Context: an optimization exercise on an open-source flow, tuned for small area and a short achievable clock period. The choices shown serve that exercise and are no tape-out recipe. RTL that was checked went through simulation tests only; none was proved equivalent to the original. Only the layout flow was run in run 1; the RTL was not checked for function there. Power and IR drop assume default switching activity.

## flow/design.v (module list and top-level ports; edited modules follow where they fit)
// module FloatingPointMultiplierSingle: 1187 lines
module FloatingPointMultiplierSingle (clk,reset,en,inputA,inputB,result, OF);
  // ...
==> flow/flow/run.sh <==
#!/bin/bash
# Standard ORFS layout with two changes: Yosys's generic ABC pass before
# full-adder extraction is skipped (SYNTH_ARGS=-noabc), so the hand-written
# adder tree maps to full-adder cells without extra inverters; and the port
# buffers are buf_4 cells instead of the default delay-buffer choice.
# Registers are unchanged. ORFS writes each tool's log under orfs/logs.
set -euo pipefail
bash standard.sh SYNTH_ARGS=-noabc "BUFFER_PORTS_ARGS=-buffer_cell sky130_fd_sc_hd__buf_4" finish > standard.log 2>&1
==> flow/standard.sh <==
#!/bin/bash
# synth_recipe.tcl (not shown) runs the flow's synth.tcl, then flattens the netlist and writes it again
# the make line also repeats each setting of config.mk as NAME=value (left out here)
make -C /OpenROAD-flow-scripts/flow DESIGN_CONFIG=/design/flow/config.mk WORK_HOME=/design/flow/orfs CLKGATE_MAP_FILE= SYNTH_SCRIPT=/design/flow/synth_recipe.tcl "${@:-finish}"
==> flow/config.mk <==
export PLATFORM = sky130hd
export DESIGN_NAME = FloatingPointMultiplierSingle
export DESIGN_NICKNAME = FloatingPointMultiplierSingle
export VERILOG_FILES = /design/flow/design.v
export SDC_FILE = /design/flow/constraint.sdc
export NUM_CORES = 4
export LEC_CHECK = 0
export CAP_MARGIN = 20
export CORE_MARGIN = 2
export CORE_UTILIZATION = 45
export SETUP_SLACK_MARGIN = 5
export SLEW_MARGIN = 20
export TNS_END_PERCENT = 100
==> flow/constraint.sdc <==
create_clock -name core_clock -period 11.0 [get_ports {clk}]
set_input_delay 2.2000 -clock core_clock [delete_from_list [all_inputs] [get_ports {clk}]]
set_output_delay 2.2000 -clock core_clock [all_outputs]
set_load 0.01 [all_outputs]
==> run summary, run 1 <==
final worst slack=5.10 ns; Power Clock=roughly 0.53 mW; fraction of layout cells with a size suffix above 1=11.6%; worst setup path startpoint=inputB[19]; Synth Area in Simple Gates=7.11%; post-route cell area=21600 um^2; vias per cell=6.03; status=complete, no violations; largest net degree at the start of global routing=82; initial antenna violation count=0; Worst setup SP type=primary input; Initial Utilization=45.5%; flop-to-flop setup slack=between 5 and 6 ns; DIE AREA=45200 um^2; placed cell count=2483; min cycle time layout=5.90 ns; Routed WL=57.1 mm; origin of the critical flop-to-flop path=q_pp[12]$_DFFE_PP_; largest family of logic cells by synthesized area=adder cells; met2 GRT Util=40.4%; relative slew slack=36.5%; switching part of the total=49.9%; initial DRC count=1344; Comb power=between 5 and 6 mW; Async SR Flop Fraction=0%; P_seq=1.02 mW; EDFF count, synth=92; Final Hold Fails=0; met2 wire length=26.3 mm; WL met3=4.99 mm; GP Congestion=0.895; multi-input logic area=~15000 um^2; RSZ-0062 raised after global routing=false
==> inputs of run 2 (changes only) <==
--- a/flow/design.v
+++ b/flow/design.v
@@ -501,70 +501,70 @@
 wire s453 = c432 ^ c434 ^ s445;
 wire c454 = (c432 & c434) | (c432 & s445) | (c434 & s445);
 wire s455 = s447 ^ s449 ^ c436;
 wire c456 = (s447 & s449) | (s447 & c436) | (s449 & c436);
 wire s457 = s451 ^ c438 ^ s453;
 wire c458 = (s451 & c438) | (s451 & s453) | (c438 & s453);
 wire s459 = s455 ^ c440 ^ s457;
 wire c460 = (s455 & c440) | (s455 & s457) | (c440 & s457);
-wire s461 = pp20 ^ pp43 ^ pp66;
-wire c462 = (pp20 & pp43) | (pp20 & pp66) | (pp43 & pp66);
-wire s463 = pp89 ^ pp112 ^ pp135;
-wire c464 = (pp89 & pp112) | (pp89 & pp135) | (pp112 & pp135);
-wire s465 = pp158 ^ pp181 ^ pp204;
-wire c466 = (pp158 & pp181) | (pp158 & pp204) | (pp181 & pp204);
-wire s467 = pp227 ^ c446 ^ c448;
-wire c468 = (pp227 & c446) | (pp227 & c448) | (c446 & c448);
-wire s469 = c450 ^ s461 ^ s463;
-wire c470 = (c450 & s461) | (c450 & s463) | (s461 & s463);
-wire s471 = s465 ^ c452 ^ s467;
-wire c472 = (s465 & c452) | (s465 & s467) | (c452 & s467);
-wire s473 = c454 ^ s469 ^ c456;
-wire c474 = (c454 & s469) | (c454 & c456) | (s469 & c456);
-wire s475 = c458 ^ s471;
-wire c476 = c458 & s471;
-wire s477 = s475 ^ s473;
-wire c478 = s475 & s473;
+wire s461 = c442 ^ s459;
+wire c462 = c442 & s459;
+wire s463 = pp20 ^ pp43 ^ pp66;
+wire c464 = (pp20 & pp43) | (pp20 & pp66) | (pp43 & pp66);
+wire s465 = pp89 ^ pp112 ^ pp135;
+wire c466 = (pp89 & pp112) | (pp89 & pp135) | (pp112 & pp135);
+wire s467 = pp158 ^ pp181 ^ pp204;
+wire c468 = (pp158 & pp181) | (pp158 & pp204) | (pp181 & pp204);
+wire s469 = pp227 ^ c446 ^ c448;
+wire c470 = (pp227 & c446) | (pp227 & c448) | (c446 & c448);
+wire s471 = c450 ^ s463 ^ s465;
+wire c472 = (c450 & s463) | (c450 & s465) | (s463 & s465);
+wire s473 = s467 ^ c452 ^ s469;
+wire c474 = (s467 & c452) | (s467 & s469) | (c452 & s469);
+wire s475 = c454 ^ s471 ^ c456;
+wire c476 = (c454 & s471) | (c454 & c456) | (s471 & c456);
+wire s477 = c458 ^ s473 ^ s475;
+wire c478 = (c458 & s473) | (c458 & s475) | (s473 & s475);
 wire s479 = neg10 ^ pp21 ^ pp44;
 wire c480 = (neg10 & pp21) | (neg10 & pp44) | (pp21 & pp44);
 wire s481 = pp67 ^ pp90 ^ pp113;
 wire c482 = (pp67 & pp90) | (pp67 & pp113) | (pp90 & pp113);
 wire s483 = pp136 ^ pp159 ^ pp182;
 wire c484 = (pp136 & pp159) | (pp136 & pp182) | (pp159 & pp182);
 wire s485 = pp205 ^ pp228 ^ pp251;
 wire c486 = (pp205 & pp228) | (pp205 & pp251) | (pp228 & pp251);
-wire s487 = c462 ^ c464 ^ c466;
-wire c488 = (c462 & c464) | (c462 & c466) | (c464 & c466);
+wire s487 = c464 ^ c466 ^ c468;
+wire c488 = (c464 & c466) | (c464 & c468) | (c466 & c468);
 wire s489 = s479 ^ s481 ^ s483;
 wire c490 = (s479 & s481) | (s479 & s483) | (s481 & s483);
-wire s491 = s485 ^ c468 ^ s487;
-wire c492 = (s485 & c468) | (s485 & s487) | (c468 & s487);
-wire s493 = c470 ^ s489 ^ c472;
-wire c494 = (c470 & s489) | (c470 & c472) | (s489 & c472);
-wire s495 = s491 ^ c476 ^ c474;
-wire c496 = (s491 & c476) | (s491 & c474) | (c476 & c474);
+wire s491 = s485 ^ c470 ^ s487;
+wire c492 = (s485 & c470) | (s485 & s487) | (c470 & s487);
+wire s493 = c472 ^ s489 ^ c474;
+wire c494 = (c472 & s489) | (c472 & c474) | (s489 & c474);
+wire s495 = s491 ^ c476 ^ s493;
+wire c496 = (s491 & c476) | (s491 & s493) | (c476 & s493);
 wire s497 = pp22 ^ pp45 ^ pp68;
 wire c498 = (pp22 & pp45) | (pp22 & pp68) | (pp45 & pp68);
 wire s499 = pp91 ^ pp114 ^ pp137;
 wire c500 = (pp91 & pp114) | (pp91 & pp137) | (pp114 & pp137);
 wire s501 = pp160 ^ pp183 ^ pp206;
 wire c502 = (pp160 & pp183) | (pp160 & pp206) | (pp183 & pp206);
 wire s503 = pp229 ^ pp252 ^ c480;
 wire c504 = (pp229 & pp252) | (pp229 & c480) | (pp252 & c480);
 wire s505 = c482 ^ c484 ^ c486;
 wire c506 = (c482 & c484) | (c482 & c486) | (c484 & c486);
 wire s507 = s497 ^ s499 ^ s501;
 wire c508 = (s497 & s499) | (s497 & s501) | (s499 & s501);
 wire s509 = c488 ^ s503 ^ s505;
 wire c510 = (c488 & s503) | (c488 & s505) | (s503 & s505);
 wire s511 = c490 ^ s507 ^ c492;
 wire c512 = (c490 & s507) | (c490 & c492) | (s507 & c492);
-wire s513 = s509 ^ c494;
-wire c514 = s509 & c494;
+wire s513 = s509 ^ c494 ^ s511;
+wire c514 = (s509 & c494) | (s509 & s511) | (c494 & s511);
 wire s515 = neg11 ^ pp23 ^ pp46;
 wire c516 = (neg11 & pp23) | (neg11 & pp46) | (pp23 & pp46);
 wire s517 = pp69 ^ pp92 ^ pp115;
 wire c518 = (pp69 & pp92) | (pp69 & pp115) | (pp92 & pp115);
 wire s519 = pp138 ^ pp161 ^ pp184;
 wire c520 = (pp138 & pp161) | (pp138 & pp184) | (pp161 & pp184);
 wire s521 = pp207 ^ pp230 ^ pp253;
 wire c522 = (pp207 & pp230) | (pp207 & pp253) | (pp230 & pp253);
@@ -573,18 +573,18 @@
 wire s525 = c502 ^ s515 ^ s517;
 wire c526 = (c502 & s515) | (c502 & s517) | (s515 & s517);
 wire s527 = s519 ^ s521 ^ c504;
 wire c528 = (s519 & s521) | (s519 & c504) | (s521 & c504);
 wire s529 = c506 ^ s523 ^ c508;
 wire c530 = (c506 & s523) | (c506 & c508) | (s523 & c508);
 wire s531 = s525 ^ s527 ^ c510;
 wire c532 = (s525 & s527) | (s525 & c510) | (s527 & c510);
-wire s533 = s529 ^ c512;
-wire c534 = s529 & c512;
+wire s533 = s529 ^ c512 ^ s531;
+wire c534 = (s529 & c512) | (s529 & s531) | (c512 & s531);
 wire s535 = pp24 ^ pp47 ^ pp70;
 wire c536 = (pp24 & pp47) | (pp24 & pp70) | (pp47 & pp70);
 wire s537 = pp93 ^ pp116 ^ pp139;
 wire c538 = (pp93 & pp116) | (pp93 & pp139) | (pp116 & pp139);
 wire s539 = pp162 ^ pp185 ^ pp208;
 wire c540 = (pp162 & pp185) | (pp162 & pp208) | (pp185 & pp208);
 wire s541 = pp231 ^ pp254 ^ pp277;
 wire c542 = (pp231 & pp254) | (pp231 & pp277) | (pp254 & pp277);
@@ -593,18 +593,18 @@
 wire s545 = c522 ^ s535 ^ s537;
 wire c546 = (c522 & s535) | (c522 & s537) | (s535 & s537);
 wire s547 = s539 ^ s541 ^ c524;
 wire c548 = (s539 & s541) | (s539 & c524) | (s541 & c524);
 wire s549 = s543 ^ c526 ^ s545;
 wire c550 = (s543 & c526) | (s543 & s545) | (c526 & s545);
 wire s551 = c528 ^ s547 ^ c530;
 wire c552 = (c528 & s547) | (c528 & c530) | (s547 & c530);
-wire s553 = s549 ^ c532;
-wire c554 = s549 & c532;
+wire s553 = s549 ^ c532 ^ s551;
+wire c554 = (s549 & c532) | (s549 & s551) | (c532 & s551);
 wire s555 = ma[0] ^ pp25 ^ pp48;
 wire c556 = (ma[0] & pp25) | (ma[0] & pp48) | (pp25 & pp48);
 wire s557 = pp71 ^ pp94 ^ pp117;
 wire c558 = (pp71 & pp94) | (pp71 & pp117) | (pp94 & pp117);
 wire s559 = pp140 ^ pp163 ^ pp186;
 wire c560 = (pp140 & pp163) | (pp140 & pp186) | (pp163 & pp186);
 wire s561 = pp209 ^ pp232 ^ pp255;
 wire c562 = (pp209 & pp232) | (pp209 & pp255) | (pp232 & pp255);
@@ -635,18 +635,18 @@
 wire s587 = c562 ^ s577 ^ s579;
 wire c588 = (c562 & s577) | (c562 & s579) | (s577 & s579);
 wire s589 = s581 ^ s583 ^ c564;
 wire c590 = (s581 & s583) | (s581 & c564) | (s583 & c564);
 wire s591 = s585 ^ c566 ^ c568;
 wire c592 = (s585 & c566) | (s585 & c568) | (c566 & c568);
 wire s593 = s587 ^ s589 ^ c570;
 wire c594 = (s587 & s589) | (s587 & c570) | (s589 & c570);
-wire s595 = s591 ^ c572;
-wire c596 = s591 & c572;
+wire s595 = s591 ^ c572 ^ s593;
+wire c596 = (s591 & c572) | (s591 & s593) | (c572 & s593);
 wire s597 = 1'b1 ^ ma[2] ^ pp50;
 wire c598 = (1'b1 & ma[2]) | (1'b1 & pp50) | (ma[2] & pp50);
 wire s599 = pp73 ^ pp96 ^ pp119;
 wire c600 = (pp73 & pp96) | (pp73 & pp119) | (pp96 & pp119);
 wire s601 = pp142 ^ pp165 ^ pp188;
 wire c602 = (pp142 & pp165) | (pp142 & pp188) | (pp165 & pp188);
 wire s603 = pp211 ^ pp234 ^ pp257;
 wire c604 = (pp211 & pp234) | (pp211 & pp257) | (pp234 & pp257);
@@ -659,269 +659,271 @@
 wire s611 = c584 ^ c586 ^ s605;
 wire c612 = (c584 & c586) | (c584 & s605) | (c586 & s605);
 wire s613 = c588 ^ s607 ^ s609;
 wire c614 = (c588 & s607) | (c588 & s609) | (s607 & s609);
 wire s615 = c590 ^ c592 ^ s611;
 wire c616 = (c590 & c592) | (c590 & s611) | (c592 & s611);
 wire s617 = s613 ^ c594;
 wire c618 = s613 & c594;
-wire s619 = ma[3] ^ ~neg1 ^ pp74;
-wire c620 = (ma[3] & ~neg1) | (ma[3] & pp74) | (~neg1 & pp74);
-wire s621 = pp97 ^ pp120 ^ pp143;
-wire c622 = (pp97 & pp120) | (pp97 & pp143) | (pp120 & pp143);
-wire s623 = pp166 ^ pp189 ^ pp212;
-wire c624 = (pp166 & pp189) | (pp166 & pp212) | (pp189 & pp212);
-wire s625 = pp235 ^ pp258 ^ pp281;
-wire c626 = (pp235 & pp258) | (pp235 & pp281) | (pp258 & pp281);
-wire s627 = c598 ^ c600 ^ c602;
-wire c628 = (c598 & c600) | (c598 & c602) | (c600 & c602);
-wire s629 = c604 ^ s619 ^ s621;
-wire c630 = (c604 & s619) | (c604 & s621) | (s619 & s621);
-wire s631 = s623 ^ s625 ^ c606;
-wire c632 = (s623 & s625) | (s623 & c606) | (s625 & c606);
-wire s633 = s627 ^ c608 ^ c610;
-wire c634 = (s627 & c608) | (s627 & c610) | (c608 & c610);
-wire s635 = s629 ^ s631 ^ c612;
-wire c636 = (s629 & s631) | (s629 & c612) | (s631 & c612);
-wire s637 = c614 ^ s633 ^ c616;
-wire c638 = (c614 & s633) | (c614 & c616) | (s633 & c616);
-wire s639 = 1'b1 ^ ma[4] ^ pp75;
-wire c640 = (1'b1 & ma[4]) | (1'b1 & pp75) | (ma[4] & pp75);
-wire s641 = pp98 ^ pp121 ^ pp144;
-wire c642 = (pp98 & pp121) | (pp98 & pp144) | (pp121 & pp144);
-wire s643 = pp167 ^ pp190 ^ pp213;
-wire c644 = (pp167 & pp190) | (pp167 & pp213) | (pp190 & pp213);
-wire s645 = pp236 ^ pp259 ^ pp282;
-wire c646 = (pp236 & pp259) | (pp236 & pp282) | (pp259 & pp282);
-wire s647 = c620 ^ c622 ^ c624;
-wire c648 = (c620 & c622) | (c620 & c624) | (c622 & c624);
-wire s649 = c626 ^ s639 ^ s641;
-wire c650 = (c626 & s639) | (c626 & s641) | (s639 & s641);
-wire s651 = s643 ^ s645 ^ c628;
-wire c652 = (s643 & s645) | (s643 & c628) | (s645 & c628);
-wire s653 = s647 ^ c630 ^ s649;
-wire c654 = (s647 & c630) | (s647 & s649) | (c630 & s649);
-wire s655 = c632 ^ s651 ^ c634;
-wire c656 = (c632 & s651) | (c632 & c634) | (s651 & c634);
-wire s657 = s653 ^ c636;
-wire c658 = s653 & c636;
-wire s659 = ma[5] ^ ~neg2 ^ pp99;
-wire c660 = (ma[5] & ~neg2) | (ma[5] & pp99) | (~neg2 & pp99);
-wire s661 = pp122 ^ pp145 ^ pp168;
-wire c662 = (pp122 & pp145) | (pp122 & pp168) | (pp145 & pp168);
-wire s663 = pp191 ^ pp214 ^ pp237;
-wire c664 = (pp191 & pp214) | (pp191 & pp237) | (pp214 & pp237);
-wire s665 = pp260 ^ pp283 ^ c640;
-wire c666 = (pp260 & pp283) | (pp260 & c640) | (pp283 & c640);
-wire s667 = c642 ^ c644 ^ c646;
-wire c668 = (c642 & c644) | (c642 & c646) | (c644 & c646);
-wire s669 = s659 ^ s661 ^ s663;
-wire c670 = (s659 & s661) | (s659 & s663) | (s661 & s663);
-wire s671 = c648 ^ s665 ^ s667;
-wire c672 = (c648 & s665) | (c648 & s667) | (s665 & s667);
-wire s673 = c650 ^ s669 ^ c652;
-wire c674 = (c650 & s669) | (c650 & c652) | (s669 & c652);
-wire s675 = c654 ^ s671 ^ c656;
-wire c676 = (c654 & s671) | (c654 & c656) | (s671 & c656);
-wire s677 = 1'b1 ^ ma[6] ^ pp100;
-wire c678 = (1'b1 & ma[6]) | (1'b1 & pp100) | (ma[6] & pp100);
-wire s679 = pp123 ^ pp146 ^ pp169;
-wire c680 = (pp123 & pp146) | (pp123 & pp169) | (pp146 & pp169);
-wire s681 = pp192 ^ pp215 ^ pp238;
-wire c682 = (pp192 & pp215) | (pp192 & pp238) | (pp215 & pp238);
-wire s683 = pp261 ^ pp284 ^ c660;
-wire c684 = (pp261 & pp284) | (pp261 & c660) | (pp284 & c660);
-wire s685 = c662 ^ c664 ^ s677;
-wire c686 = (c662 & c664) | (c662 & s677) | (c664 & s677);
-wire s687 = s679 ^ s681 ^ c666;
-wire c688 = (s679 & s681) | (s679 & c666) | (s681 & c666);
-wire s689 = c668 ^ s683 ^ c670;
-wire c690 = (c668 & s683) | (c668 & c670) | (s683 & c670);
-wire s691 = s685 ^ s687 ^ c672;
-wire c692 = (s685 & s687) | (s685 & c672) | (s687 & c672);
-wire s693 = s689 ^ c674;
-wire c694 = s689 & c674;
-wire s695 = ma[7] ^ ~neg3 ^ pp124;
-wire c696 = (ma[7] & ~neg3) | (ma[7] & pp124) | (~neg3 & pp124);
-wire s697 = pp147 ^ pp170 ^ pp193;
-wire c698 = (pp147 & pp170) | (pp147 & pp193) | (pp170 & pp193);
-wire s699 = pp216 ^ pp239 ^ pp262;
-wire c700 = (pp216 & pp239) | (pp216 & pp262) | (pp239 & pp262);
-wire s701 = pp285 ^ c678 ^ c680;
-wire c702 = (pp285 & c678) | (pp285 & c680) | (c678 & c680);
-wire s703 = c682 ^ s695 ^ s697;
-wire c704 = (c682 & s695) | (c682 & s697) | (s695 & s697);
-wire s705 = s699 ^ c684 ^ s701;
-wire c706 = (s699 & c684) | (s699 & s701) | (c684 & s701);
-wire s707 = c686 ^ s703 ^ c688;
-wire c708 = (c686 & s703) | (c686 & c688) | (s703 & c688);
-wire s709 = c690 ^ s705 ^ c692;
-wire c710 = (c690 & s705) | (c690 & c692) | (s705 & c692);
-wire s711 = 1'b1 ^ ma[8] ^ pp125;
-wire c712 = (1'b1 & ma[8]) | (1'b1 & pp125) | (ma[8] & pp125);
-wire s713 = pp148 ^ pp171 ^ pp194;
-wire c714 = (pp148 & pp171) | (pp148 & pp194) | (pp171 & pp194);
-wire s715 = pp217 ^ pp240 ^ pp263;
-wire c716 = (pp217 & pp240) | (pp217 & pp263) | (pp240 & pp263);
-wire s717 = pp286 ^ c696 ^ c698;
-wire c718 = (pp286 & c696) | (pp286 & c698) | (c696 & c698);
-wire s719 = c700 ^ s711 ^ s713;
-wire c720 = (c700 & s711) | (c700 & s713) | (s711 & s713);
-wire s721 = s715 ^ c702 ^ s717;
-wire c722 = (s715 & c702) | (s715 & s717) | (c702 & s717);
-wire s723 = c704 ^ s719 ^ c706;
-wire c724 = (c704 & s719) | (c704 & c706) | (s719 & c706);
-wire s725 = s721 ^ c708;
-wire c726 = s721 & c708;
-wire s727 = ma[9] ^ ~neg4 ^ pp149;
-wire c728 = (ma[9] & ~neg4) | (ma[9] & pp149) | (~neg4 & pp149);
-wire s729 = pp172 ^ pp195 ^ pp218;
-wire c730 = (pp172 & pp195) | (pp172 & pp218) | (pp195 & pp218);
-wire s731 = pp241 ^ pp264 ^ pp287;
-wire c732 = (pp241 & pp264) | (pp241 & pp287) | (pp264 & pp287);
-wire s733 = c712 ^ c714 ^ c716;
-wire c734 = (c712 & c714) | (c712 & c716) | (c714 & c716);
-wire s735 = s727 ^ s729 ^ s731;
-wire c736 = (s727 & s729) | (s727 & s731) | (s729 & s731);
-wire s737 = c718 ^ s733 ^ c720;
-wire c738 = (c718 & s733) | (c718 & c720) | (s733 & c720);
-wire s739 = s735 ^ c722 ^ s737;
-wire c740 = (s735 & c722) | (s735 & s737) | (c722 & s737);
-wire s741 = c724 ^ s739;
-wire c742 = c724 & s739;
-wire s743 = 1'b1 ^ ma[10] ^ pp150;
-wire c744 = (1'b1 & ma[10]) | (1'b1 & pp150) | (ma[10] & pp150);
-wire s745 = pp173 ^ pp196 ^ pp219;
-wire c746 = (pp173 & pp196) | (pp173 & pp219) | (pp196 & pp219);
-wire s747 = pp242 ^ pp265 ^ pp288;
-wire c748 = (pp242 & pp265) | (pp242 & pp288) | (pp265 & pp288);
-wire s749 = c728 ^ c730 ^ c732;
-wire c750 = (c728 & c730) | (c728 & c732) | (c730 & c732);
-wire s751 = s743 ^ s745 ^ s747;
-wire c752 = (s743 & s745) | (s743 & s747) | (s745 & s747);
-wire s753 = c734 ^ s749 ^ c736;
-wire c754 = (c734 & s749) | (c734 & c736) | (s749 & c736);
-wire s755 = s751 ^ c738 ^ s753;
-wire c756 = (s751 & c738) | (s751 & s753) | (c738 & s753);
-wire s757 = c740 ^ s755;
-wire c758 = c740 & s755;
-wire s759 = ma[11] ^ ~neg5 ^ pp174;
-wire c760 = (ma[11] & ~neg5) | (ma[11] & pp174) | (~neg5 & pp174);
-wire s761 = pp197 ^ pp220 ^ pp243;
-wire c762 = (pp197 & pp220) | (pp197 & pp243) | (pp220 & pp243);
-wire s763 = pp266 ^ pp289 ^ c744;
-wire c764 = (pp266 & pp289) | (pp266 & c744) | (pp289 & c744);
-wire s765 = c746 ^ c748 ^ s759;
-wire c766 = (c746 & c748) | (c746 & s759) | (c748 & s759);
-wire s767 = s761 ^ c750 ^ s763;
-wire c768 = (s761 & c750) | (s761 & s763) | (c750 & s763);
-wire s769 = c752 ^ s765 ^ c754;
-wire c770 = (c752 & s765) | (c752 & c754) | (s765 & c754);
-wire s771 = s767 ^ c756;
-wire c772 = s767 & c756;
-wire s773 = 1'b1 ^ ma[12] ^ pp175;
-wire c774 = (1'b1 & ma[12]) | (1'b1 & pp175) | (ma[12] & pp175);
-wire s775 = pp198 ^ pp221 ^ pp244;
-wire c776 = (pp198 & pp221) | (pp198 & pp244) | (pp221 & pp244);
-wire s777 = pp267 ^ pp290 ^ c760;
-wire c778 = (pp267 & pp290) | (pp267 & c760) | (pp290 & c760);
-wire s779 = c762 ^ s773 ^ s775;
-wire c780 = (c762 & s773) | (c762 & s775) | (s773 & s775);
-wire s781 = c764 ^ s777 ^ c766;
-wire c782 = (c764 & s777) | (c764 & c766) | (s777 & c766);
-wire s783 = s779 ^ c768 ^ s781;
-wire c784 = (s779 & c768) | (s779 & s781) | (c768 & s781);
-wire s785 = c770 ^ s783;
-wire c786 = c770 & s783;
-wire s787 = ma[13] ^ ~neg6 ^ pp199;
-wire c788 = (ma[13] & ~neg6) | (ma[13] & pp199) | (~neg6 & pp199);
-wire s789 = pp222 ^ pp245 ^ pp268;
-wire c790 = (pp222 & pp245) | (pp222 & pp268) | (pp245 & pp268);
-wire s791 = pp291 ^ c774 ^ c776;
-wire c792 = (pp291 & c774) | (pp291 & c776) | (c774 & c776);
-wire s793 = s787 ^ s789 ^ c778;
-wire c794 = (s787 & s789) | (s787 & c778) | (s789 & c778);
-wire s795 = s791 ^ c780 ^ s793;
-wire c796 = (s791 & c780) | (s791 & s793) | (c780 & s793);
-wire s797 = c782 ^ s795;
-wire c798 = c782 & s795;
-wire s799 = 1'b1 ^ ma[14] ^ pp200;
-wire c800 = (1'b1 & ma[14]) | (1'b1 & pp200) | (ma[14] & pp200);
-wire s801 = pp223 ^ pp246 ^ pp269;
-wire c802 = (pp223 & pp246) | (pp223 & pp269) | (pp246 & pp269);
-wire s803 = pp292 ^ c788 ^ c790;
-wire c804 = (pp292 & c788) | (pp292 & c790) | (c788 & c790);
-wire s805 = s799 ^ s801 ^ c792;
-wire c806 = (s799 & s801) | (s799 & c792) | (s801 & c792);
-wire s807 = s803 ^ c794 ^ s805;
-wire c808 = (s803 & c794) | (s803 & s805) | (c794 & s805);
-wire s809 = c796 ^ s807;
-wire c810 = c796 & s807;
-wire s811 = ma[15] ^ ~neg7 ^ pp224;
-wire c812 = (ma[15] & ~neg7) | (ma[15] & pp224) | (~neg7 & pp224);
-wire s813 = pp247 ^ pp270 ^ pp293;
-wire c814 = (pp247 & pp270) | (pp247 & pp293) | (pp270 & pp293);
-wire s815 = c800 ^ c802 ^ s811;
-wire c816 = (c800 & c802) | (c800 & s811) | (c802 & s811);
-wire s817 = s813 ^ c804 ^ s815;
-wire c818 = (s813 & c804) | (s813 & s815) | (c804 & s815);
-wire s819 = c806 ^ s817;
-wire c820 = c806 & s817;
-wire s821 = s819 ^ c808;
-wire c822 = s819 & c808;
-wire s823 = 1'b1 ^ ma[16] ^ pp225;
-wire c824 = (1'b1 & ma[16]) | (1'b1 & pp225) | (ma[16] & pp225);
-wire s825 = pp248 ^ pp271 ^ pp294;
-wire c826 = (pp248 & pp271) | (pp248 & pp294) | (pp271 & pp294);
-wire s827 = c812 ^ c814 ^ s823;
-wire c828 = (c812 & c814) | (c812 & s823) | (c814 & s823);
-wire s829 = s825 ^ c816 ^ s827;
-wire c830 = (s825 & c816) | (s825 & s827) | (c816 & s827);
-wire s831 = c818 ^ s829 ^ c820;
-wire c832 = (c818 & s829) | (c818 & c820) | (s829 & c820);
-wire s833 = ma[17] ^ ~neg8 ^ pp249;
-wire c834 = (ma[17] & ~neg8) | (ma[17] & pp249) | (~neg8 & pp249);
-wire s835 = pp272 ^ pp295 ^ c824;
-wire c836 = (pp272 & pp295) | (pp272 & c824) | (pp295 & c824);
-wire s837 = c826 ^ s833 ^ s835;
-wire c838 = (c826 & s833) | (c826 & s835) | (s833 & s835);
-wire s839 = c828 ^ c830 ^ s837;
-wire c840 = (c828 & c830) | (c828 & s837) | (c830 & s837);
-wire s841 = 1'b1 ^ ma[18] ^ pp250;
-wire c842 = (1'b1 & ma[18]) | (1'b1 & pp250) | (ma[18] & pp250);
-wire s843 = pp273 ^ pp296 ^ c834;
-wire c844 = (pp273 & pp296) | (pp273 & c834) | (pp296 & c834);
-wire s845 = s841 ^ c836 ^ s843;
-wire c846 = (s841 & c836) | (s841 & s843) | (c836 & s843);
-wire s847 = c838 ^ s845;
-wire c848 = c838 & s845;
-wire s849 = ma[19] ^ ~neg9 ^ pp274;
-wire c850 = (ma[19] & ~neg9) | (ma[19] & pp274) | (~neg9 & pp274);
-wire s851 = pp297 ^ c842 ^ s849;
-wire c852 = (pp297 & c842) | (pp297 & s849) | (c842 & s849);
-wire s853 = c844 ^ s851 ^ c846;
-wire c854 = (c844 & s851) | (c844 & c846) | (s851 & c846);
-wire s855 = 1'b1 ^ ma[20] ^ pp275;
-wire c856 = (1'b1 & ma[20]) | (1'b1 & pp275) | (ma[20] & pp275);
-wire s857 = pp298 ^ c850 ^ s855;
-wire c858 = (pp298 & c850) | (pp298 & s855) | (c850 & s855);
-wire s859 = c852 ^ s857;
-wire c860 = c852 & s857;
-wire s861 = ma[21] ^ ~neg10 ^ pp299;
-wire c862 = (ma[21] & ~neg10) | (ma[21] & pp299) | (~neg10 & pp299);
-wire s863 = c856 ^ s861 ^ c858;
-wire c864 = (c856 & s861) | (c856 & c858) | (s861 & c858);
-wire s865 = 1'b1 ^ ma[22] ^ pp300;
-wire c866 = (1'b1 & ma[22]) | (1'b1 & pp300) | (ma[22] & pp300);
-wire s867 = c862 ^ s865;
-wire c868 = c862 & s865;
-wire s869 = ma[23] ^ ~neg11 ^ c866;
-wire c870 = (ma[23] & ~neg11) | (ma[23] & c866) | (~neg11 & c866);
-wire [79:0] pp_bits = {s869, c868, s867, c864, s863, c860, s859, c854, s853, c848, s847, c840, s839, c832, s831, c822, s821, c810, s809, c798, s797, c786, c784, s785, c772, s771, c758, s769, s757, c742, s741, c726, s725, c710, s723, s709, c694, s707, s693, c676, s691, s675, c658, s673, s657, c638, s655, s637, c618, s635, s617, c596, s615, s595, c574, s593, s573, c554, s571, s553, c534, s551, s533, c514, s531, s513, c496, s511, s495, c478, s493, s477, c460, s459, c444, c442, s443, c428, s427, c412};
+wire s619 = s615 ^ s617;
+wire c620 = s615 & s617;
+wire s621 = ma[3] ^ ~neg1 ^ pp74;
+wire c622 = (ma[3] & ~neg1) | (ma[3] & pp74) | (~neg1 & pp74);
+wire s623 = pp97 ^ pp120 ^ pp143;
+wire c624 = (pp97 & pp120) | (pp97 & pp143) | (pp120 & pp143);
+wire s625 = pp166 ^ pp189 ^ pp212;
+wire c626 = (pp166 & pp189) | (pp166 & pp212) | (pp189 & pp212);
+wire s627 = pp235 ^ pp258 ^ pp281;
+wire c628 = (pp235 & pp258) | (pp235 & pp281) | (pp258 & pp281);
+wire s629 = c598 ^ c600 ^ c602;
+wire c630 = (c598 & c600) | (c598 & c602) | (c600 & c602);
+wire s631 = c604 ^ s621 ^ s623;
+wire c632 = (c604 & s621) | (c604 & s623) | (s621 & s623);
+wire s633 = s625 ^ s627 ^ c606;
+wire c634 = (s625 & s627) | (s625 & c606) | (s627 & c606);
+wire s635 = s629 ^ c608 ^ c610;
+wire c636 = (s629 & c608) | (s629 & c610) | (c608 & c610);
+wire s637 = s631 ^ s633 ^ c612;
+wire c638 = (s631 & s633) | (s631 & c612) | (s633 & c612);
+wire s639 = c614 ^ s635 ^ c616;
+wire c640 = (c614 & s635) | (c614 & c616) | (s635 & c616);
+wire s641 = s637 ^ c618;
+wire c642 = s637 & c618;
+wire s643 = 1'b1 ^ ma[4] ^ pp75;
+wire c644 = (1'b1 & ma[4]) | (1'b1 & pp75) | (ma[4] & pp75);
+wire s645 = pp98 ^ pp121 ^ pp144;
+wire c646 = (pp98 & pp121) | (pp98 & pp144) | (pp121 & pp144);
+wire s647 = pp167 ^ pp190 ^ pp213;
+wire c648 = (pp167 & pp190) | (pp167 & pp213) | (pp190 & pp213);
+wire s649 = pp236 ^ pp259 ^ pp282;
+wire c650 = (pp236 & pp259) | (pp236 & pp282) | (pp259 & pp282);
+wire s651 = c622 ^ c624 ^ c626;
+wire c652 = (c622 & c624) | (c622 & c626) | (c624 & c626);
+wire s653 = c628 ^ s643 ^ s645;
+wire c654 = (c628 & s643) | (c628 & s645) | (s643 & s645);
+wire s655 = s647 ^ s649 ^ c630;
+wire c656 = (s647 & s649) | (s647 & c630) | (s649 & c630);
+wire s657 = s651 ^ c632 ^ s653;
+wire c658 = (s651 & c632) | (s651 & s653) | (c632 & s653);
+wire s659 = c634 ^ s655 ^ c636;
+wire c660 = (c634 & s655) | (c634 & c636) | (s655 & c636);
+wire s661 = s657 ^ c638 ^ s659;
+wire c662 = (s657 & c638) | (s657 & s659) | (c638 & s659);
+wire s663 = ma[5] ^ ~neg2 ^ pp99;
+wire c664 = (ma[5] & ~neg2) | (ma[5] & pp99) | (~neg2 & pp99);
+wire s665 = pp122 ^ pp145 ^ pp168;
+wire c666 = (pp122 & pp145) | (pp122 & pp168) | (pp145 & pp168);
+wire s667 = pp191 ^ pp214 ^ pp237;
+wire c668 = (pp191 & pp214) | (pp191 & pp237) | (pp214 & pp237);
+wire s669 = pp260 ^ pp283 ^ c644;
+wire c670 = (pp260 & pp283) | (pp260 & c644) | (pp283 & c644);
+wire s671 = c646 ^ c648 ^ c650;
+wire c672 = (c646 & c648) | (c646 & c650) | (c648 & c650);
+wire s673 = s663 ^ s665 ^ s667;
+wire c674 = (s663 & s665) | (s663 & s667) | (s665 & s667);
+wire s675 = c652 ^ s669 ^ s671;
+wire c676 = (c652 & s669) | (c652 & s671) | (s669 & s671);
+wire s677 = c654 ^ s673 ^ c656;
+wire c678 = (c654 & s673) | (c654 & c656) | (s673 & c656);
+wire s679 = c658 ^ s675 ^ c660;
+wire c680 = (c658 & s675) | (c658 & c660) | (s675 & c660);
+wire s681 = 1'b1 ^ ma[6] ^ pp100;
+wire c682 = (1'b1 & ma[6]) | (1'b1 & pp100) | (ma[6] & pp100);
+wire s683 = pp123 ^ pp146 ^ pp169;
+wire c684 = (pp123 & pp146) | (pp123 & pp169) | (pp146 & pp169);
+wire s685 = pp192 ^ pp215 ^ pp238;
+wire c686 = (pp192 & pp215) | (pp192 & pp238) | (pp215 & pp238);
+wire s687 = pp261 ^ pp284 ^ c664;
+wire c688 = (pp261 & pp284) | (pp261 & c664) | (pp284 & c664);
+wire s689 = c666 ^ c668 ^ s681;
+wire c690 = (c666 & c668) | (c666 & s681) | (c668 & s681);
+wire s691 = s683 ^ s685 ^ c670;
+wire c692 = (s683 & s685) | (s683 & c670) | (s685 & c670);
+wire s693 = c672 ^ s687 ^ c674;
+wire c694 = (c672 & s687) | (c672 & c674) | (s687 & c674);
+wire s695 = s689 ^ s691 ^ c676;
+wire c696 = (s689 & s691) | (s689 & c676) | (s691 & c676);
+wire s697 = s693 ^ c678 ^ s695;
+wire c698 = (s693 & c678) | (s693 & s695) | (c678 & s695);
+wire s699 = ma[7] ^ ~neg3 ^ pp124;
+wire c700 = (ma[7] & ~neg3) | (ma[7] & pp124) | (~neg3 & pp124);
+wire s701 = pp147 ^ pp170 ^ pp193;
+wire c702 = (pp147 & pp170) | (pp147 & pp193) | (pp170 & pp193);
+wire s703 = pp216 ^ pp239 ^ pp262;
+wire c704 = (pp216 & pp239) | (pp216 & pp262) | (pp239 & pp262);
+wire s705 = pp285 ^ c682 ^ c684;
+wire c706 = (pp285 & c682) | (pp285 & c684) | (c682 & c684);
+wire s707 = c686 ^ s699 ^ s701;
+wire c708 = (c686 & s699) | (c686 & s701) | (s699 & s701);
+wire s709 = s703 ^ c688 ^ s705;
+wire c710 = (s703 & c688) | (s703 & s705) | (c688 & s705);
+wire s711 = c690 ^ s707 ^ c692;
+wire c712 = (c690 & s707) | (c690 & c692) | (s707 & c692);
+wire s713 = c694 ^ s709 ^ c696;
+wire c714 = (c694 & s709) | (c694 & c696) | (s709 & c696);
+wire s715 = 1'b1 ^ ma[8] ^ pp125;
+wire c716 = (1'b1 & ma[8]) | (1'b1 & pp125) | (ma[8] & pp125);
+wire s717 = pp148 ^ pp171 ^ pp194;
+wire c718 = (pp148 & pp171) | (pp148 & pp194) | (pp171 & pp194);
+wire s719 = pp217 ^ pp240 ^ pp263;
+wire c720 = (pp217 & pp240) | (pp217 & pp263) | (pp240 & pp263);
+wire s721 = pp286 ^ c700 ^ c702;
+wire c722 = (pp286 & c700) | (pp286 & c702) | (c700 & c702);
+wire s723 = c704 ^ s715 ^ s717;
+wire c724 = (c704 & s715) | (c704 & s717) | (s715 & s717);
+wire s725 = s719 ^ c706 ^ s721;
+wire c726 = (s719 & c706) | (s719 & s721) | (c706 & s721);
+wire s727 = c708 ^ s723 ^ c710;
+wire c728 = (c708 & s723) | (c708 & c710) | (s723 & c710);
+wire s729 = s725 ^ c712 ^ s727;
+wire c730 = (s725 & c712) | (s725 & s727) | (c712 & s727);
+wire s731 = ma[9] ^ ~neg4 ^ pp149;
+wire c732 = (ma[9] & ~neg4) | (ma[9] & pp149) | (~neg4 & pp149);
+wire s733 = pp172 ^ pp195 ^ pp218;
+wire c734 = (pp172 & pp195) | (pp172 & pp218) | (pp195 & pp218);
+wire s735 = pp241 ^ pp264 ^ pp287;
+wire c736 = (pp241 & pp264) | (pp241 & pp287) | (pp264 & pp287);
+wire s737 = c716 ^ c718 ^ c720;
+wire c738 = (c716 & c718) | (c716 & c720) | (c718 & c720);
+wire s739 = s731 ^ s733 ^ s735;
+wire c740 = (s731 & s733) | (s731 & s735) | (s733 & s735);
+wire s741 = c722 ^ s737 ^ c724;
+wire c742 = (c722 & s737) | (c722 & c724) | (s737 & c724);
+wire s743 = s739 ^ c726 ^ s741;
+wire c744 = (s739 & c726) | (s739 & s741) | (c726 & s741);
+wire s745 = c728 ^ s743;
+wire c746 = c728 & s743;
+wire s747 = 1'b1 ^ ma[10] ^ pp150;
+wire c748 = (1'b1 & ma[10]) | (1'b1 & pp150) | (ma[10] & pp150);
+wire s749 = pp173 ^ pp196 ^ pp219;
+wire c750 = (pp173 & pp196) | (pp173 & pp219) | (pp196 & pp219);
+wire s751 = pp242 ^ pp265 ^ pp288;
+wire c752 = (pp242 & pp265) | (pp242 & pp288) | (pp265 & pp288);
+wire s753 = c732 ^ c734 ^ c736;
+wire c754 = (c732 & c734) | (c732 & c736) | (c734 & c736);
+wire s755 = s747 ^ s749 ^ s751;
+wire c756 = (s747 & s749) | (s747 & s751) | (s749 & s751);
+wire s757 = c738 ^ s753 ^ c740;
+wire c758 = (c738 & s753) | (c738 & c740) | (s753 & c740);
+wire s759 = s755 ^ c742 ^ s757;
+wire c760 = (s755 & c742) | (s755 & s757) | (c742 & s757);
+wire s761 = c744 ^ s759;
+wire c762 = c744 & s759;
+wire s763 = ma[11] ^ ~neg5 ^ pp174;
+wire c764 = (ma[11] & ~neg5) | (ma[11] & pp174) | (~neg5 & pp174);
+wire s765 = pp197 ^ pp220 ^ pp243;
+wire c766 = (pp197 & pp220) | (pp197 & pp243) | (pp220 & pp243);
+wire s767 = pp266 ^ pp289 ^ c748;
+wire c768 = (pp266 & pp289) | (pp266 & c748) | (pp289 & c748);
+wire s769 = c750 ^ c752 ^ s763;
+wire c770 = (c750 & c752) | (c750 & s763) | (c752 & s763);
+wire s771 = s765 ^ c754 ^ s767;
+wire c772 = (s765 & c754) | (s765 & s767) | (c754 & s767);
+wire s773 = c756 ^ s769 ^ c758;
+wire c774 = (c756 & s769) | (c756 & c758) | (s769 & c758);
+wire s775 = s771 ^ c760 ^ s773;
+wire c776 = (s771 & c760) | (s771 & s773) | (c760 & s773);
+wire s777 = 1'b1 ^ ma[12] ^ pp175;
+wire c778 = (1'b1 & ma[12]) | (1'b1 & pp175) | (ma[12] & pp175);
+wire s779 = pp198 ^ pp221 ^ pp244;
+wire c780 = (pp198 & pp221) | (pp198 & pp244) | (pp221 & pp244);
+wire s781 = pp267 ^ pp290 ^ c764;
+wire c782 = (pp267 & pp290) | (pp267 & c764) | (pp290 & c764);
+wire s783 = c766 ^ s777 ^ s779;
+wire c784 = (c766 & s777) | (c766 & s779) | (s777 & s779);
+wire s785 = c768 ^ s781 ^ c770;
+wire c786 = (c768 & s781) | (c768 & c770) | (s781 & c770);
+wire s787 = s783 ^ c772 ^ s785;
+wire c788 = (s783 & c772) | (s783 & s785) | (c772 & s785);
+wire s789 = c774 ^ s787;
+wire c790 = c774 & s787;
+wire s791 = ma[13] ^ ~neg6 ^ pp199;
+wire c792 = (ma[13] & ~neg6) | (ma[13] & pp199) | (~neg6 & pp199);
+wire s793 = pp222 ^ pp245 ^ pp268;
+wire c794 = (pp222 & pp245) | (pp222 & pp268) | (pp245 & pp268);
+wire s795 = pp291 ^ c778 ^ c780;
+wire c796 = (pp291 & c778) | (pp291 & c780) | (c778 & c780);
+wire s797 = s791 ^ s793 ^ c782;
+wire c798 = (s791 & s793) | (s791 & c782) | (s793 & c782);
+wire s799 = s795 ^ c784 ^ s797;
+wire c800 = (s795 & c784) | (s795 & s797) | (c784 & s797);
+wire s801 = c786 ^ s799 ^ c788;
+wire c802 = (c786 & s799) | (c786 & c788) | (s799 & c788);
+wire s803 = 1'b1 ^ ma[14] ^ pp200;
+wire c804 = (1'b1 & ma[14]) | (1'b1 & pp200) | (ma[14] & pp200);
+wire s805 = pp223 ^ pp246 ^ pp269;
+wire c806 = (pp223 & pp246) | (pp223 & pp269) | (pp246 & pp269);
+wire s807 = pp292 ^ c792 ^ c794;
+wire c808 = (pp292 & c792) | (pp292 & c794) | (c792 & c794);
+wire s809 = s803 ^ s805 ^ c796;
+wire c810 = (s803 & s805) | (s803 & c796) | (s805 & c796);
+wire s811 = s807 ^ c798 ^ s809;
+wire c812 = (s807 & c798) | (s807 & s809) | (c798 & s809);
+wire s813 = c800 ^ s811;
+wire c814 = c800 & s811;
+wire s815 = ma[15] ^ ~neg7 ^ pp224;
+wire c816 = (ma[15] & ~neg7) | (ma[15] & pp224) | (~neg7 & pp224);
+wire s817 = pp247 ^ pp270 ^ pp293;
+wire c818 = (pp247 & pp270) | (pp247 & pp293) | (pp270 & pp293);
+wire s819 = c804 ^ c806 ^ s815;
+wire c820 = (c804 & c806) | (c804 & s815) | (c806 & s815);
+wire s821 = s817 ^ c808 ^ s819;
+wire c822 = (s817 & c808) | (s817 & s819) | (c808 & s819);
+wire s823 = c810 ^ s821 ^ c812;
+wire c824 = (c810 & s821) | (c810 & c812) | (s821 & c812);
+wire s825 = 1'b1 ^ ma[16] ^ pp225;
+wire c826 = (1'b1 & ma[16]) | (1'b1 & pp225) | (ma[16] & pp225);
+wire s827 = pp248 ^ pp271 ^ pp294;
+wire c828 = (pp248 & pp271) | (pp248 & pp294) | (pp271 & pp294);
+wire s829 = c816 ^ c818 ^ s825;
+wire c830 = (c816 & c818) | (c816 & s825) | (c818 & s825);
+wire s831 = s827 ^ c820 ^ s829;
+wire c832 = (s827 & c820) | (s827 & s829) | (c820 & s829);
+wire s833 = c822 ^ s831;
+wire c834 = c822 & s831;
+wire s835 = ma[17] ^ ~neg8 ^ pp249;
+wire c836 = (ma[17] & ~neg8) | (ma[17] & pp249) | (~neg8 & pp249);
+wire s837 = pp272 ^ pp295 ^ c826;
+wire c838 = (pp272 & pp295) | (pp272 & c826) | (pp295 & c826);
+wire s839 = c828 ^ s835 ^ s837;
+wire c840 = (c828 & s835) | (c828 & s837) | (s835 & s837);
+wire s841 = c830 ^ c832 ^ s839;
+wire c842 = (c830 & c832) | (c830 & s839) | (c832 & s839);
+wire s843 = 1'b1 ^ ma[18] ^ pp250;
+wire c844 = (1'b1 & ma[18]) | (1'b1 & pp250) | (ma[18] & pp250);
+wire s845 = pp273 ^ pp296 ^ c836;
+wire c846 = (pp273 & pp296) | (pp273 & c836) | (pp296 & c836);
+wire s847 = s843 ^ c838 ^ s845;
+wire c848 = (s843 & c838) | (s843 & s845) | (c838 & s845);
+wire s849 = c840 ^ s847;
+wire c850 = c840 & s847;
+wire s851 = ma[19] ^ ~neg9 ^ pp274;
+wire c852 = (ma[19] & ~neg9) | (ma[19] & pp274) | (~neg9 & pp274);
+wire s853 = pp297 ^ c844 ^ s851;
+wire c854 = (pp297 & c844) | (pp297 & s851) | (c844 & s851);
+wire s855 = c846 ^ s853 ^ c848;
+wire c856 = (c846 & s853) | (c846 & c848) | (s853 & c848);
+wire s857 = 1'b1 ^ ma[20] ^ pp275;
+wire c858 = (1'b1 & ma[20]) | (1'b1 & pp275) | (ma[20] & pp275);
+wire s859 = pp298 ^ c852 ^ s857;
+wire c860 = (pp298 & c852) | (pp298 & s857) | (c852 & s857);
+wire s861 = c854 ^ s859;
+wire c862 = c854 & s859;
+wire s863 = ma[21] ^ ~neg10 ^ pp299;
+wire c864 = (ma[21] & ~neg10) | (ma[21] & pp299) | (~neg10 & pp299);
+wire s865 = c858 ^ s863 ^ c860;
+wire c866 = (c858 & s863) | (c858 & c860) | (s863 & c860);
+wire s867 = 1'b1 ^ ma[22] ^ pp300;
+wire c868 = (1'b1 & ma[22]) | (1'b1 & pp300) | (ma[22] & pp300);
+wire s869 = c864 ^ s867;
+wire c870 = c864 & s867;
+wire s871 = ma[23] ^ ~neg11 ^ c868;
+wire c872 = (ma[23] & ~neg11) | (ma[23] & c868) | (~neg11 & c868);
+wire [69:0] pp_bits = {s871, c870, s869, c866, s865, c862, s861, c856, s855, c850, s849, c842, s841, c834, s833, c824, s823, c814, s813, c802, s801, c790, s789, c776, s775, c762, s761, c746, s745, c730, s729, c714, s713, c698, s711, s697, c680, s679, c662, s677, s661, c640, c642, s641, s639, c620, s619, c596, s595, c574, s573, c554, s571, s553, c534, s533, c514, s513, c496, s495, c478, s477, c462, c460, s461, c444, s443, c428, s427, c412};
 wire [15:0] low0 = {c398, c384, s381, c360, c350, s347, s337, c324, s321, s315, s309, s305, c302, pp26, pp2, pp1};
 wire [15:0] low1 = {s411, s397, s383, s371, s359, s349, s339, s331, s323, s317, s311, s307, s303, s301, 1'b0, neg0};
 wire [16:0] lowsum = low0 + low1;
 wire cK = lowsum[16];    
 function [4:0] tz23; input [22:0] m; integer i; begin
   tz23 = 5'd23;
   for (i = 22; i >= 0; i = i - 1) if (m[i]) tz23 = i;
 end endfunction
@@ -930,95 +932,93 @@
 wire [8:0] e0 = {1'b0, A[30:23]} + {1'b0, B[30:23]} - 9'd127;
 wire [8:0] e1 = e0 + 9'd1;
 wire a_mz = A[22:0] == 23'd0, b_mz = B[22:0] == 23'd0;
 wire a_ef = A[30:23] == 8'hff, b_ef = B[30:23] == 8'hff;
 wire zf = (a_mz & A[30:23] == 8'h00) | (b_mz & B[30:23] == 8'h00);
 wire inf = (a_mz & a_ef) | (b_mz & b_ef);
 wire nan = (zf & inf) | (~a_mz & a_ef) | (~b_mz & b_ef);
 wire [1:0] cls = nan ? 2'b10 : zf ? 2'b00 : inf ? 2'b01 : 2'b11;
-reg [79:0] q_pp;
+reg [69:0] q_pp;
 reg q_cK, q_sticky, q_sign, q_of0, q_of1;
 reg [7:0] q_e0;
 reg [1:0] q_cls;
 always @(posedge clk) begin
   if (reset) begin
     q_sign <= 1'b0; q_cls <= 2'b00;
   end else if (en) begin
     q_sign <= A[31] ^ B[31]; q_cls <= cls;
   end
 end
 always @(posedge clk) begin
   if (en) begin
     q_pp <= pp_bits; q_cK <= cK; q_sticky <= sticky;
     q_of0 <= e0[8]; q_of1 <= e1[8]; q_e0 <= e0[7:0];
   end
 end
-wire s871 = q_pp[4] ^ q_pp[5];
-wire c872 = q_pp[4] & q_pp[5];
-wire s873 = q_pp[7] ^ q_pp[8];
-wire c874 = q_pp[7] & q_pp[8];
-wire s875 = q_pp[9] ^ q_pp[10] ^ q_pp[11];
-wire c876 = (q_pp[9] & q_pp[10]) | (q_pp[9] & q_pp[11]) | (q_pp[10] & q_pp[11]);
-wire s877 = q_pp[12] ^ q_pp[13] ^ q_pp[14];
-wire c878 = (q_pp[12] & q_pp[13]) | (q_pp[12] & q_pp[14]) | (q_pp[13] & q_pp[14]);
-wire s879 = q_pp[15] ^ q_pp[16] ^ q_pp[17];
-wire c880 = (q_pp[15] & q_pp[16]) | (q_pp[15] & q_pp[17]) | (q_pp[16] & q_pp[17]);
-wire s881 = q_pp[18] ^ q_pp[19] ^ q_pp[20];
-wire c882 = (q_pp[18] & q_pp[19]) | (q_pp[18] & q_pp[20]) | (q_pp[19] & q_pp[20]);
-wire s883 = q_pp[21] ^ q_pp[22] ^ q_pp[23];
-wire c884 = (q_pp[21] & q_pp[22]) | (q_pp[21] & q_pp[23]) | (q_pp[22] & q_pp[23]);
-wire s885 = q_pp[24] ^ q_pp[25] ^ q_pp[26];
-wire c886 = (q_pp[24] & q_pp[25]) | (q_pp[24] & q_pp[26]) | (q_pp[25] & q_pp[26]);
-wire s887 = q_pp[27] ^ q_pp[28] ^ q_pp[29];
-wire c888 = (q_pp[27] & q_pp[28]) | (q_pp[27] & q_pp[29]) | (q_pp[28] & q_pp[29]);
-wire s889 = q_pp[30] ^ q_pp[31] ^ q_pp[32];
-wire c890 = (q_pp[30] & q_pp[31]) | (q_pp[30] & q_pp[32]) | (q_pp[31] & q_pp[32]);
-wire s891 = q_pp[33] ^ q_pp[34] ^ q_pp[35];
-wire c892 = (q_pp[33] & q_pp[34]) | (q_pp[33] & q_pp[35]) | (q_pp[34] & q_pp[35]);
-wire s893 = q_pp[36] ^ q_pp[37] ^ q_pp[38];
-wire c894 = (q_pp[36] & q_pp[37]) | (q_pp[36] & q_pp[38]) | (q_pp[37] & q_pp[38]);
-wire s895 = q_pp[39] ^ q_pp[40] ^ q_pp[41];
-wire c896 = (q_pp[39] & q_pp[40]) | (q_pp[39] & q_pp[41]) | (q_pp[40] & q_pp[41]);
-wire s897 = q_pp[42] ^ q_pp[43] ^ q_pp[44];
-wire c898 = (q_pp[42] & q_pp[43]) | (q_pp[42] & q_pp[44]) | (q_pp[43] & q_pp[44]);
-wire s899 = q_pp[45] ^ q_pp[46] ^ q_pp[47];
-wire c900 = (q_pp[45] & q_pp[46]) | (q_pp[45] & q_pp[47]) | (q_pp[46] & q_pp[47]);
-wire s901 = q_pp[48] ^ q_pp[49];
-wire c902 = q_pp[48] & q_pp[49];
-wire s903 = q_pp[50] ^ q_pp[51];
-wire c904 = q_pp[50] & q_pp[51];
-wire s905 = q_pp[52] ^ q_pp[53] ^ q_pp[54];
-wire c906 = (q_pp[52] & q_pp[53]) | (q_pp[52] & q_pp[54]) | (q_pp[53] & q_pp[54]);
-wire s907 = q_pp[55] ^ q_pp[56];
-wire c908 = q_pp[55] & q_pp[56];
-wire s909 = q_pp[57] ^ q_pp[58] ^ q_pp[59];
-wire c910 = (q_pp[57] & q_pp[58]) | (q_pp[57] & q_pp[59]) | (q_pp[58] & q_pp[59]);
-wire s911 = q_pp[60] ^ q_pp[61];
-wire c912 = q_pp[60] & q_pp[61];
-wire s913 = q_pp[62] ^ q_pp[63];
-wire c914 = q_pp[62] & q_pp[63];
-wire s915 = q_pp[64] ^ q_pp[65];
-wire c916 = q_pp[64] & q_pp[65];
-wire s917 = q_pp[66] ^ q_pp[67];
-wire c918 = q_pp[66] & q_pp[67];
-wire s919 = q_pp[68] ^ q_pp[69];
-wire c920 = q_pp[68] & q_pp[69];
-wire s921 = q_pp[70] ^ q_pp[71];
-wire c922 = q_pp[70] & q_pp[71];
-wire s923 = q_pp[72] ^ q_pp[73];
-wire c924 = q_pp[72] & q_pp[73];
-wire s925 = q_pp[74] ^ q_pp[75];
-wire c926 = q_pp[74] & q_pp[75];
-wire s927 = q_pp[76] ^ q_pp[77];
-wire c928 = q_pp[76] & q_pp[77];
-wire s929 = q_pp[78] ^ q_pp[79];
-wire c930 = q_pp[78] & q_pp[79];
-wire [31:0] row0 = {c928, c926, c924, c922, c920, c918, c916, c914, c912, c910, c908, c906, c904, c902, c900, c898, c896, c894, c892, c890, c888, c886, c884, c882, c880, c878, c876, c874, c872, q_pp[6], q_pp[2], q_pp[0]};
-wire [31:0] row1 = {s929, s927, s925, s923, s921, s919, s917, s915, s913, s911, s909, s907, s905, s903, s901, s899, s897, s895, s893, s891, s889, s887, s885, s883, s881, s879, s877, s875, s873, s871, q_pp[3], q_pp[1]};
+wire s873 = q_pp[6] ^ q_pp[7];
+wire c874 = q_pp[6] & q_pp[7];
+wire s875 = q_pp[9] ^ q_pp[10];
+wire c876 = q_pp[9] & q_pp[10];
+wire s877 = q_pp[11] ^ q_pp[12];
+wire c878 = q_pp[11] & q_pp[12];
+wire s879 = q_pp[13] ^ q_pp[14];
+wire c880 = q_pp[13] & q_pp[14];
+wire s881 = q_pp[15] ^ q_pp[16];
+wire c882 = q_pp[15] & q_pp[16];
+wire s883 = q_pp[17] ^ q_pp[18] ^ q_pp[19];
+wire c884 = (q_pp[17] & q_pp[18]) | (q_pp[17] & q_pp[19]) | (q_pp[18] & q_pp[19]);
+wire s885 = q_pp[20] ^ q_pp[21];
+wire c886 = q_pp[20] & q_pp[21];
+wire s887 = q_pp[22] ^ q_pp[23];
+wire c888 = q_pp[22] & q_pp[23];
+wire s889 = q_pp[24] ^ q_pp[25] ^ q_pp[26];
+wire c890 = (q_pp[24] & q_pp[25]) | (q_pp[24] & q_pp[26]) | (q_pp[25] & q_pp[26]);
+wire s891 = q_pp[27] ^ q_pp[28] ^ q_pp[29];
+wire c892 = (q_pp[27] & q_pp[28]) | (q_pp[27] & q_pp[29]) | (q_pp[28] & q_pp[29]);
+wire s893 = q_pp[30] ^ q_pp[31] ^ q_pp[32];
+wire c894 = (q_pp[30] & q_pp[31]) | (q_pp[30] & q_pp[32]) | (q_pp[31] & q_pp[32]);
+wire s895 = q_pp[33] ^ q_pp[34];
+wire c896 = q_pp[33] & q_pp[34];
+wire s897 = q_pp[35] ^ q_pp[36] ^ q_pp[37];
+wire c898 = (q_pp[35] & q_pp[36]) | (q_pp[35] & q_pp[37]) | (q_pp[36] & q_pp[37]);
+wire s899 = q_pp[38] ^ q_pp[39];
+wire c900 = q_pp[38] & q_pp[39];
+wire s901 = q_pp[40] ^ q_pp[41];
+wire c902 = q_pp[40] & q_pp[41];
+wire s903 = q_pp[42] ^ q_pp[43];
+wire c904 = q_pp[42] & q_pp[43];
+wire s905 = q_pp[44] ^ q_pp[45];
+wire c906 = q_pp[44] & q_pp[45];
+wire s907 = q_pp[46] ^ q_pp[47];
+wire c908 = q_pp[46] & q_pp[47];
+wire s909 = q_pp[48] ^ q_pp[49];
+wire c910 = q_pp[48] & q_pp[49];
+wire s911 = q_pp[50] ^ q_pp[51];
+wire c912 = q_pp[50] & q_pp[51];
+wire s913 = q_pp[52] ^ q_pp[53];
+wire c914 = q_pp[52] & q_pp[53];
+wire s915 = q_pp[54] ^ q_pp[55];
+wire c916 = q_pp[54] & q_pp[55];
+wire s917 = q_pp[56] ^ q_pp[57];
+wire c918 = q_pp[56] & q_pp[57];
+wire s919 = q_pp[58] ^ q_pp[59];
+wire c920 = q_pp[58] & q_pp[59];
+wire s921 = q_pp[60] ^ q_pp[61];
+wire c922 = q_pp[60] & q_pp[61];
+wire s923 = q_pp[62] ^ q_pp[63];
+wire c924 = q_pp[62] & q_pp[63];
+wire s925 = q_pp[64] ^ q_pp[65];
+wire c926 = q_pp[64] & q_pp[65];
+wire s927 = q_pp[66] ^ q_pp[67];
+wire c928 = q_pp[66] & q_pp[67];
+wire s929 = q_pp[68] ^ q_pp[69];
+wire c930 = q_pp[68] & q_pp[69];
+wire [31:0] row0 = {c928, c926, c924, c922, c920, c918, c916, c914, c912, c910, c908, c906, c904, c902, c900, c898, c896, c894, c892, c890, c888, c886, c884, c882, c880, c878, c876, c874, q_pp[8], q_pp[4], q_pp[2], q_pp[0]};
+wire [31:0] row1 = {s929, s927, s925, s923, s921, s919, s917, s915, s913, s911, s909, s907, s905, s903, s901, s899, s897, s895, s893, s891, s889, s887, s885, s883, s881, s879, s877, s875, s873, q_pp[5], q_pp[3], q_pp[1]};
 wire [31:0] ag = row0 & row1;
 wire [31:0] ap = row0 ^ row1;
 wire G931 = ag[0] | (ap[0] & q_cK);
 wire Pg932 = ap[0] & 1'b0;
 wire G933 = ag[2] | (ap[2] & ag[1]);
 wire Pg934 = ap[2] & ap[1];
 wire G935 = ag[4] | (ap[4] & ag[3]);
 wire Pg936 = ap[4] & ap[3];
==> run summary, run 2 <==
Syn. warnings=1; Area Overhead vs Synth=10.6%; die width=212 um; Routed WL=59.9 mm (+4.8%); post-synthesis cell count=1953; worst hold slack=0.457 ns; commonest cells in the netlist=xnor2_1, fa_1, a22oi_1; Filler cells=3922; clock root buffer=clkbuf_16; drt wl/cell=23.5 um; H-Tree Depth=4; Reg with most FFs=q_pp; Worst-Margin Slew=around 0.99 ns; Port Buf Inserts=99; CTS tree=done; final setup fails=0; min cycle time layout=5.90 ns (-0.00402 ns); EDFF count, synth=82 (-11%); RSZ-0062 raised after global routing=true; multi-input logic area=15500 um^2 (+1.3%); vias in the first global route=15873; Worst setup SP type=primary input; Clock Latency Late Sink=0.44 ns; total grt overflow=0; crit end category=flip-flop; Synth Flop Type=edfxtp_1; relative slew slack=33.8% (-2.7 points); largest net degree at the start of global routing=77 (-6.1%); Avg Cell Area, Syn=9.96 um^2; Max-cap violations=0; Yosys cell types=68; Antenna Violating Nets Remaining=0; Leak=8.33 nW; GP Congestion=0.890 (-0.51%); initial antenna violation count=0 (unchanged); synthesized net count=2428; status=complete, no violations; Setup Skew=0.0156 ns; initial DRC count=1314 (-2.2%); fraction of layout cells with a size suffix above 1=11.6% (+0.013 points); DIE AREA=44900 um^2 (-0.80%); power per cell area=340 nW/um^2; Register Area=3160 um^2; largest area contributor in the netlist=fa_1; Synth area leaders=fa_1, xnor2_1, edfxtp_1, a22oi_1, ha_1; Max FO, Critical Path=25; maximum clock rate=between 150 and 200 MHz; vias per cell=6.15 (+2.0%); top cell type's share of synthesized area=27.2%; max reg flops=70; Regs by FF count=q_pp (70), result (32), q_e0 (8); Rows=76; clock buffer depth=2; Post-DP HPWL=between 40 and 50 mm; count leader, synth=xnor2_1; CTS buffer count=17; Reg clk slew, reported paths=0.06 ns; First-pass DRT Iterations=7; n_diodes=0; peak supply drop=211 uV; register bit total from synthesis=117; Setup TNS=0 ns; DRC Markers=0; mapped cell area=19400 um^2; most frequent cells in the layout=xnor2_1, fa_1, a22oi_1; first-pass GRT wire length=roughly 92 mm; GRT Total Usage=26.9%; Initial Utilization=45.3% (-0.17 points); Final Hold Fails=0 (unchanged); CP Data Required Time=11.17 ns; worst min-delay path class=reg -> reg; commonest non-fill, non-tap cell in the layout=xnor2_1; Setup CP Type=in -> reg; clk sinks=117; Core Box Area=42900 um^2; Async SR Flop Fraction=0% (unchanged); fin nets=between 2000 and 2500; Worst EP arrival=~6 ns; sequential area share after synthesis=16.3%; max-slew violation count=0; via count=approximately 16000; Top Ports=100; Final Cycle Share=53.6%; Die Height=roughly 210 um
## run 2: per-stage QoR
| stage | instances | utilization, % | total power, mW | setup WS, ns | cell area (um^2) |
|---|---|---|---|---|---|
| finish | 2543 | 50.1 | 7.31 | 5.10 | 21500 |
| global route | 2543 | 50.1 | 8.12 | 4.99 | 21500 |
| CTS | 2535 | 49.5 | 7.13 | 4.98 | 21200 |
| detailed placement | 2494 | 47.7 | 6.50 | 3.95 | 20500 |
| global placement | 2494 | 47.7 | 6.34 | 4.07 | 20500 |
| floorplan | 1953 | - | 4.91 | 4.75 | 19500 |
## run 2: path summary, 6_finish.rpt
check                                from                 endpoint  slack [ns]  depth (start not counted)
hold reg to reg   result[10]$_SDFFE_PP0P_  result[10]$_SDFFE_PP0P_        0.46                          2
setup reg to reg       q_pp[17]$_DFFE_PP_  result[21]$_SDFFE_PP0P_        5.33                         19
setup / recovery               inputB[17]       q_pp[45]$_DFFE_PP_        5.10                         10
hold / removal    result[10]$_SDFFE_PP0P_  result[10]$_SDFFE_PP0P_        0.46                          2
## run 2: cell type report
class                           instances  share of cell area, %
Sequential cell                       117                   14.7
Timing Repair Buffer                  136                   4.90
Inverter                              105                   2.18
Multi-Input combinational cell       1567                   71.9
Timing Repair inverter                  1                 0.0407
Clock buffer                           18                   2.10
Clock inverter                         14                  0.716
Tap cell                              585                   3.41
## run 2: cells by family after synthesis
kind of cell / count (synthesis) / synth area share (%)
fa+ha+maj: 408 / 36.5
buf+inv: 271 / 5.24
compound gates: 513 / 18.5
flops: 117 / 16.3
simple gates: 291 / 7.47
xor+xnor: 325 / 14.6
mux: 28 / 1.44
## run 2: what timing repair did
| action | CTS | global route |
|---|---|---|
| buffers inserted | 6 | 7 |
| cloned | 3 | 1 |
| pin swaps | 3 | 12 |
| hold buffers | 0 | 0 |
| setup endpoints to repair | 20 | 20 |
| resized for setup | 23 | 41 |
## run 2: critical path, cell delays in order
cell      delay, ns
buf_4          0.14
ha_1           0.18
nand2b_1       0.21
inv_2          0.67
xnor2_1        0.23
fa_1           0.54
fa_1           0.40
fa_1           0.56
fa_1           0.43
fa_1           0.49
## run 2: per-layer routing
metal | wire length, um | vias up | track usage [%] | share of wire (%)
met3 | 5610 | 122 | 5.68 | 9.4
met5 | 0 | - | 0 | 0
met4 | 2060 | 0 | 10.5 | 3.4
li1 | - | 6930 | - | -
met1 | 24500 | 7742 | 35.5 | 41
met2 | 27700 | 849 | 43.4 | 46
## run 2: where the power goes
part	switching [mW]	internal (mW)
Sequential	0.0698	0.889
Combinational	3.37	2.42
Clock	0.249	0.317
Total	3.68	3.63

-- what the ideal ports hide --
The flow's constraints put no driver on any port. The routed layouts listed below were extracted and timed again, unchanged, in two steps.
Step 1 (the two cells are an assumption about what drives the block):
set clk [get_ports {clk}]
set_driving_cell -lib_cell sky130_fd_sc_hd__clkbuf_16 $clk
set_driving_cell -lib_cell sky130_fd_sc_hd__buf_2 [delete_from_list [all_inputs] $clk]
Step 2 times the ports against the registers' clock, not the clock port: input delays grow and output delays shrink by t, the midpoint of the rising clock arrivals with the driver on.
Slacks: no drivers / after step 1 / after step 2; pairs: no drivers / after step 1.
run	t, ns	slack for setup (ns)	slew at the worst register clock pin (ns)
run 1	0.489	5.098 / 5.127 / 4.637	0.06 / 0.06
run 2	0.483	5.102 / 5.132 / 4.649	0.07 / 0.07
After both steps setup and hold are still met in every run listed. For run 1, which loses most, drivers alone change the setup slack by +0.029 ns; drivers and shift together by -0.461 ns.
